This is an optimization exercise on Yosys and OpenROAD, whose aim is small area, a short achievable clock period and few clock cycles, not a production implementation.
Where RTL was checked, it was by simulation tests only, not by an equivalence proof against the original.
Power and IR drop assume default switching activity.

job 420:
## seq_mult
module seq_mult(d, done, clk, a, b, go, reset);
  output [63:0] d;
  output reg done;
  input clk;
  input [31:0] a, b;
  input go, reset;
  reg [31:0] m;               
  reg [31:0] q;               
  reg [31:0] hi;              
  reg [3:0] e1, e2, ng;      
  reg ngl;                    
  reg [33:0] s, c;           
  reg [7:0] slo;             
  reg [7:1] clo;             
  reg first;                  
  reg fa0;                    
  reg [2:0] cnt;
  function [11:0] benc(input [8:0] v);
    integer i;
    begin
      for (i = 0; i < 4; i = i + 1) begin
        benc[i] = v[2*i+1] ^ v[2*i];
        benc[4+i] = (v[2*i+2] & ~v[2*i+1] & ~v[2*i]) | (~v[2*i+2] & v[2*i+1] & v[2*i]);
        benc[8+i] = v[2*i+2];
      end
    end
  endfunction
  wire [11:0] enc_go = benc({a[8:1], 1'b0});
  wire [11:0] enc_nx = benc({q[16] & ~(cnt == 3'd2), q[15:8]});
  wire [9:0] lo = slo + {clo, 1'b0} + {ngl, 7'd0};
  wire [1:0] cy = lo[9:8] & {2{~first}};
  wire [33:0] si = {2'd0, m & {32{fa0}}} | s & {34{~first}};
  wire [33:0] ci = {first, 33'd0} | c & {34{~first}};
  wire [32:0] mx = {1'b0, m};
  wire [32:0] m2 = {m, 1'b0};
  wire [32:0] pp0 = (mx & {33{e1[0]}} | m2 & {33{e2[0]}}) ^ {33{ng[0]}};
  wire [32:0] pp1 = (mx & {33{e1[1]}} | m2 & {33{e2[1]}}) ^ {33{ng[1]}};
  wire [32:0] pp2 = (mx & {33{e1[2]}} | m2 & {33{e2[2]}}) ^ {33{ng[2]}};
  wire [32:0] pp3 = (mx & {33{e1[3]}} | m2 & {33{e2[3]}}) ^ {33{ng[3]}};
  wire hs1;
  wire hc2;
  wire hs3;
  wire hc4;
  wire fs5;
  wire fc6;
  wire ft7;
  wire hs8;
  wire hc9;
  wire fs10;
  wire fc11;
  wire ft12;
  wire fs13;
  wire fc14;
  wire ft15;
  wire fs16;
  wire fc17;
  wire ft18;
  wire fs19;
  wire fc20;
  wire ft21;
  wire fs22;
  wire fc23;
  wire ft24;
  wire fs25;
  wire fc26;
  wire ft27;
  wire fs28;
  wire fc29;
  wire ft30;
  wire fs31;
  wire fc32;
  wire ft33;
  wire fs34;
  wire fc35;
  wire ft36;
  wire fs37;
  wire fc38;
  wire ft39;
  wire fs40;
  wire fc41;
  wire ft42;
  wire fs43;
  wire fc44;
  wire ft45;
  wire fs46;
  wire fc47;
  wire ft48;
  wire fs49;
  wire fc50;
  wire ft51;
  wire fs52;
  ...
Settings: LEC_CHECK=0, CAP_MARGIN=20, CORE_MARGIN=2, CORE_UTILIZATION=40, GPL_ROUTABILITY_DRIVEN=0, PLACE_DENSITY=0.6, SETUP_SLACK_MARGIN=0.45, SLEW_MARGIN=20; clock period 3.3 ns.
standard.sh (not shown) runs the stock make flow with config.mk's settings and CLKGATE_MAP_FILE= SYNTH_SCRIPT=/design/flow/synth_recipe.tcl, a recipe that flattens the netlist after the stock synthesis.
==> flow/flow/run.sh <==
#!/bin/bash
# The standard layout (standard.sh: standard synthesis and ORFS flow),
# except that buffer_ports puts sky130_fd_sc_hd__buf_2 cells on the ports
# instead of the delay buffers it picks by itself.
set -euo pipefail
cd "$(dirname "$0")/.."
bash standard.sh "BUFFER_PORTS_ARGS=-buffer_cell sky130_fd_sc_hd__buf_2" finish > make_finish.log 2>&1
Job 420 finished every step from synthesis to the final layout, and the layout passed the timing, DRC and antenna checks.
Testbench counts of job 420, summed over its fixed seeds: cycles 14,408.
Inputs modified between job 420 and job 2304:
Settings: GPL_ROUTABILITY_DRIVEN removed (was 0); PLACE_DENSITY changed from 0.6 to 0.7; CORE_UTILIZATION changed from 40 to 50.
==> results.txt <==
Job 2304 | stages: all done | timing, DRC, antenna: all pass
Job 2304 against job 420: utilization shows an increase of 12 points, worst-case hold slack increased by 0.0040 ns relative to the old numbers, power now larger, sequential share of layout area stayed essentially flat, worst setup slack decreased 0.087 ns.
Die extent in x: job 2304 lower than job 420
Wire length, job 420 and job 2304: higher on job 420
Stage delay of the slowest cell on the critical path across job 420 and job 2304: no real change.
Job 420 → job 2304: global-route usage saw an increase, maximum number of pins on one net before global-route repair saw a decrease.
Compared with job 420, job 2304 shows a met3 track utilization from global routing that is 2.3 points higher.
The inputs of job 8704 differ from those of job 2304 as listed below.
Settings: swapping 0.7 for 0.72 in PLACE_DENSITY; putting CTS_BUF_LIST at sky130_fd_sc_hd__clkbuf_8 where nothing was set; swapping 50 for 40 in CORE_UTILIZATION.
[summary]
From job 2304 to job 8704 the numbers moved as follows: combinational power share moved up, total power consumption of the routed design shows a reduction of about 3.3%.
Diff job 2304 -> job 8704: number of DRC markers after the initial detailed-route iteration -106, die footprint grew by 24%, remaining max-slew budget at the tightest pin grew by 3.3 points, total non-filler cell area in the finished layout lost 96 um2, routed via count picked up an extra 49.
Leakage power: job 2304 and job 8704 compared, lower one is job 8704
Job 8704 vs job 2304: via count of the first global-routing pass down in job 8704
Changes in job 7343 relative to job 8704:
Settings: CTS_BUF_LIST removed (was sky130_fd_sc_hd__clkbuf_8); PLACE_DENSITY changed from 0.72 to 0.6.
==> comparison <==
- Changes observed in job 7343 relative to job 8704: global-route wire length before repair went up about 2.3%, detail-routed via count per cell shrank by 1.5%.
- Diff job 7343 and job 8704: clock buffer count higher in job 7343
- Job 7343: reported net switching power higher than job 8704
- Looking at cell area, job 7343 sits about 0.54% higher than job 8704 does.
- Looking at detailed-route wire length, job 7343 sits 790 um higher than job 8704 does.
- Diff job 8704 -> job 7343: sequential share of layout area lost 0.18 points, post-route core utilization grew by 0.25 points.
- On share of layout cells above drive strength 1, job 7343 tracks job 8704 almost exactly.
- Delta (job 7343 minus job 8704): multi-input gate area in the final layout has remained practically unchanged; shortest clock period the worst path allows after layout down 0.038 ns.
What job 5033 does differently from job 7343 at the input level:
Settings: setting CTS_BUF_LIST to sky130_fd_sc_hd__clkbuf_8 sky130_fd_sc_hd__clkbuf_16 for the first time.
--- outcome ---
~same average detailed-routed wire length per instance in job 5033 and job 7343
Having completed the whole flow, job 5033 delivered a layout that passed the timing, DRC and antenna checks.
Setup slack across job 5033 and job 7343: no real change.
On final routed wirelength across all metal layers, job 5033 tracks job 7343 almost exactly.

========
== build 12 ==
Another version of the RTL of seq_mult (not shown whole).
Size in the first run: roughly 1700 cells after synthesis, ~200 flip-flops, ~130 I/O pins.
## seq_mult
module seq_mult(d, done, clk, a, b, go, reset);
  output [63:0] d;
  output reg done;
  input clk;
  input [31:0] a, b;
  input go, reset;
  reg [31:0] m;               
  reg [31:0] q;               
  reg [31:0] hi;              
  reg [3:0] e1r, e2r, ngr;   
  reg ngl;                    
  reg [33:0] s, c;           
  reg [7:0] slo;             
  reg [7:1] clo;             
  reg [2:0] cnt;
  function [11:0] benc(input [8:0] v);
    integer i;
    begin
      for (i = 0; i < 4; i = i + 1) begin
        benc[i] = v[2*i+1] ^ v[2*i];
        benc[4+i] = (v[2*i+2] & ~v[2*i+1] & ~v[2*i]) | (~v[2*i+2] & v[2*i+1] & v[2*i]);
        benc[8+i] = v[2*i+2];
      end
    end
  endfunction
  wire [11:0] enc_go = benc({a[8:1], 1'b0});
  wire [11:0] enc_go1 = benc(a[16:8]);
  wire [11:0] enc_nx = benc({q[16] & ~(cnt == 3'd2), q[15:8]});
  wire [3:0] e1, e2, ng;
  assign {ng, e2, e1} = go ? enc_go : {ngr, e2r, e1r};
  wire [31:0] mm = go ? b : m;
  wire [9:0] lo = slo + {clo, 1'b0} + {ngl, 7'd0};
  wire [1:0] cy = lo[9:8] & {2{~go}};
  wire [33:0] si = {2'd0, b & {32{go & a[0]}}} | s & {34{~go}};
  wire [33:0] ci = {go, 33'd0} | c & {34{~go}};
  wire [32:0] mx = {1'b0, mm};
  wire [32:0] m2 = {mm, 1'b0};
  wire [32:0] pp0 = (mx & {33{e1[0]}} | m2 & {33{e2[0]}}) ^ {33{ng[0]}};
  wire [32:0] pp1 = (mx & {33{e1[1]}} | m2 & {33{e2[1]}}) ^ {33{ng[1]}};
  wire [32:0] pp2 = (mx & {33{e1[2]}} | m2 & {33{e2[2]}}) ^ {33{ng[2]}};
  wire [32:0] pp3 = (mx & {33{e1[3]}} | m2 & {33{e2[3]}}) ^ {33{ng[3]}};
  wire hs1;
  wire hc2;
  wire hs3;
  wire hc4;
  wire fs5;
  wire fc6;
  wire ft7;
  wire hs8;
  wire hc9;
  wire fs10;
  wire fc11;
  wire ft12;
  wire fs13;
  wire fc14;
  wire ft15;
  wire fs16;
  wire fc17;
  wire ft18;
  wire fs19;
  ...
Settings: LEC_CHECK=0, CAP_MARGIN=20, CORE_MARGIN=2, CORE_UTILIZATION=40, PLACE_DENSITY=0.6, SLEW_MARGIN=20; clock period 3.3 ns.
run.sh (not shown) runs the stock make flow with config.mk's settings and CLKGATE_MAP_FILE= SYNTH_SCRIPT=/design/flow/synth_recipe.tcl, a recipe that flattens the netlist after the stock synthesis.
Stock flow here: none of the scripts above is used.
Build 12: done, clean on timing, DRC and antenna
Edits applied to the flow inputs when going from build 12 to trial 24:
# build 12
export LEC_CHECK = 0
export CAP_MARGIN = 20
export CORE_MARGIN = 2
export CORE_UTILIZATION = 40
export PLACE_DENSITY = 0.6
export SLEW_MARGIN = 20
create_clock -name core_clock -period 3.3 [get_ports {clk}]
# trial 24
export LEC_CHECK = 0
export CAP_MARGIN = 20
export CORE_MARGIN = 2
export CORE_UTILIZATION = 40
export PLACE_DENSITY = 0.6
export SETUP_SLACK_MARGIN = 0.3
export SLEW_MARGIN = 20
create_clock -name core_clock -period 3.3 [get_ports {clk}]
==> comparison <==
NOTE: post-cts gate resize count in trial 24 exceeds that of build 12. Looking at number of fillers in the final layout across build 12 and trial 24, the one that comes out higher is build 12. Die extent in y: trial 24 vs build 12 identical. Delta (trial 24 minus build 12): fraction of cell area in non-clock buffers +2.5 points, number of buffers added by the clock tree synthesis step ~0 delta. Looking at global router's overall resource usage across build 12 and trial 24, the one that comes out higher is trial 24. Build 12 and trial 24 ended up with roughly the same required time of the worst setup path.
Function was not checked in any run of this note: the RTL went through the layout flow alone.

separate check: timing with driven ports:
The results above use ideal ports. As a check the final layouts listed here were re-extracted and re-timed, cells and wires unchanged. Step 1: set_driving_cell puts a clkbuf_16 on clk and a buf_2 on each other input, an assumption about the parent block. Step 2 also shifts input and output timing later by t, the mid clock arrival at the registers, as if the neighbouring blocks saw the same clock. Slacks: no drivers / after step 1 / after step 2; pairs: no drivers / after step 1.
run | t (ns) | setup slack, ns | hold slack, ns | worst setup path after step 2 | clock arrival spread, ns
job 420 | 0.498 | 0.454 / 0.454 / 0.454 | 0.028 / -0.003 / 0.495 | register to register | 0.012 / 0.011
job 2304 | 0.493 | 0.366 / 0.366 / 0.366 | 0.032 / 0.002 / 0.495 | register to register | 0.010 / 0.010
job 8704 | 0.532 | 0.415 / 0.415 / 0.415 | 0.334 / 0.306 / 0.565 | register to register | 0.018 / 0.018
job 7343 | 0.498 | 0.454 / 0.454 / 0.454 | 0.028 / -0.003 / 0.495 | register to register | 0.012 / 0.011
job 5033 | 0.497 | 0.456 / 0.456 / 0.456 | 0.027 / -0.004 / 0.494 | register to register | 0.011 / 0.011
build 12 | 0.512 | 0.066 / 0.066 / -0.428 | 0.321 / 0.290 / 0.410 | input to register | 0.017 / 0.016
trial 24 | 0.529 | 0.166 / 0.166 / -0.158 | 0.304 / 0.270 / 0.409 | input to register | 0.016 / 0.016
With both steps, setup timing fails in build 12 and trial 24, where it was met with ideal ports. For build 12, which loses most, drivers alone change the setup slack by 0.000 ns; drivers and shift together by -0.494 ns.
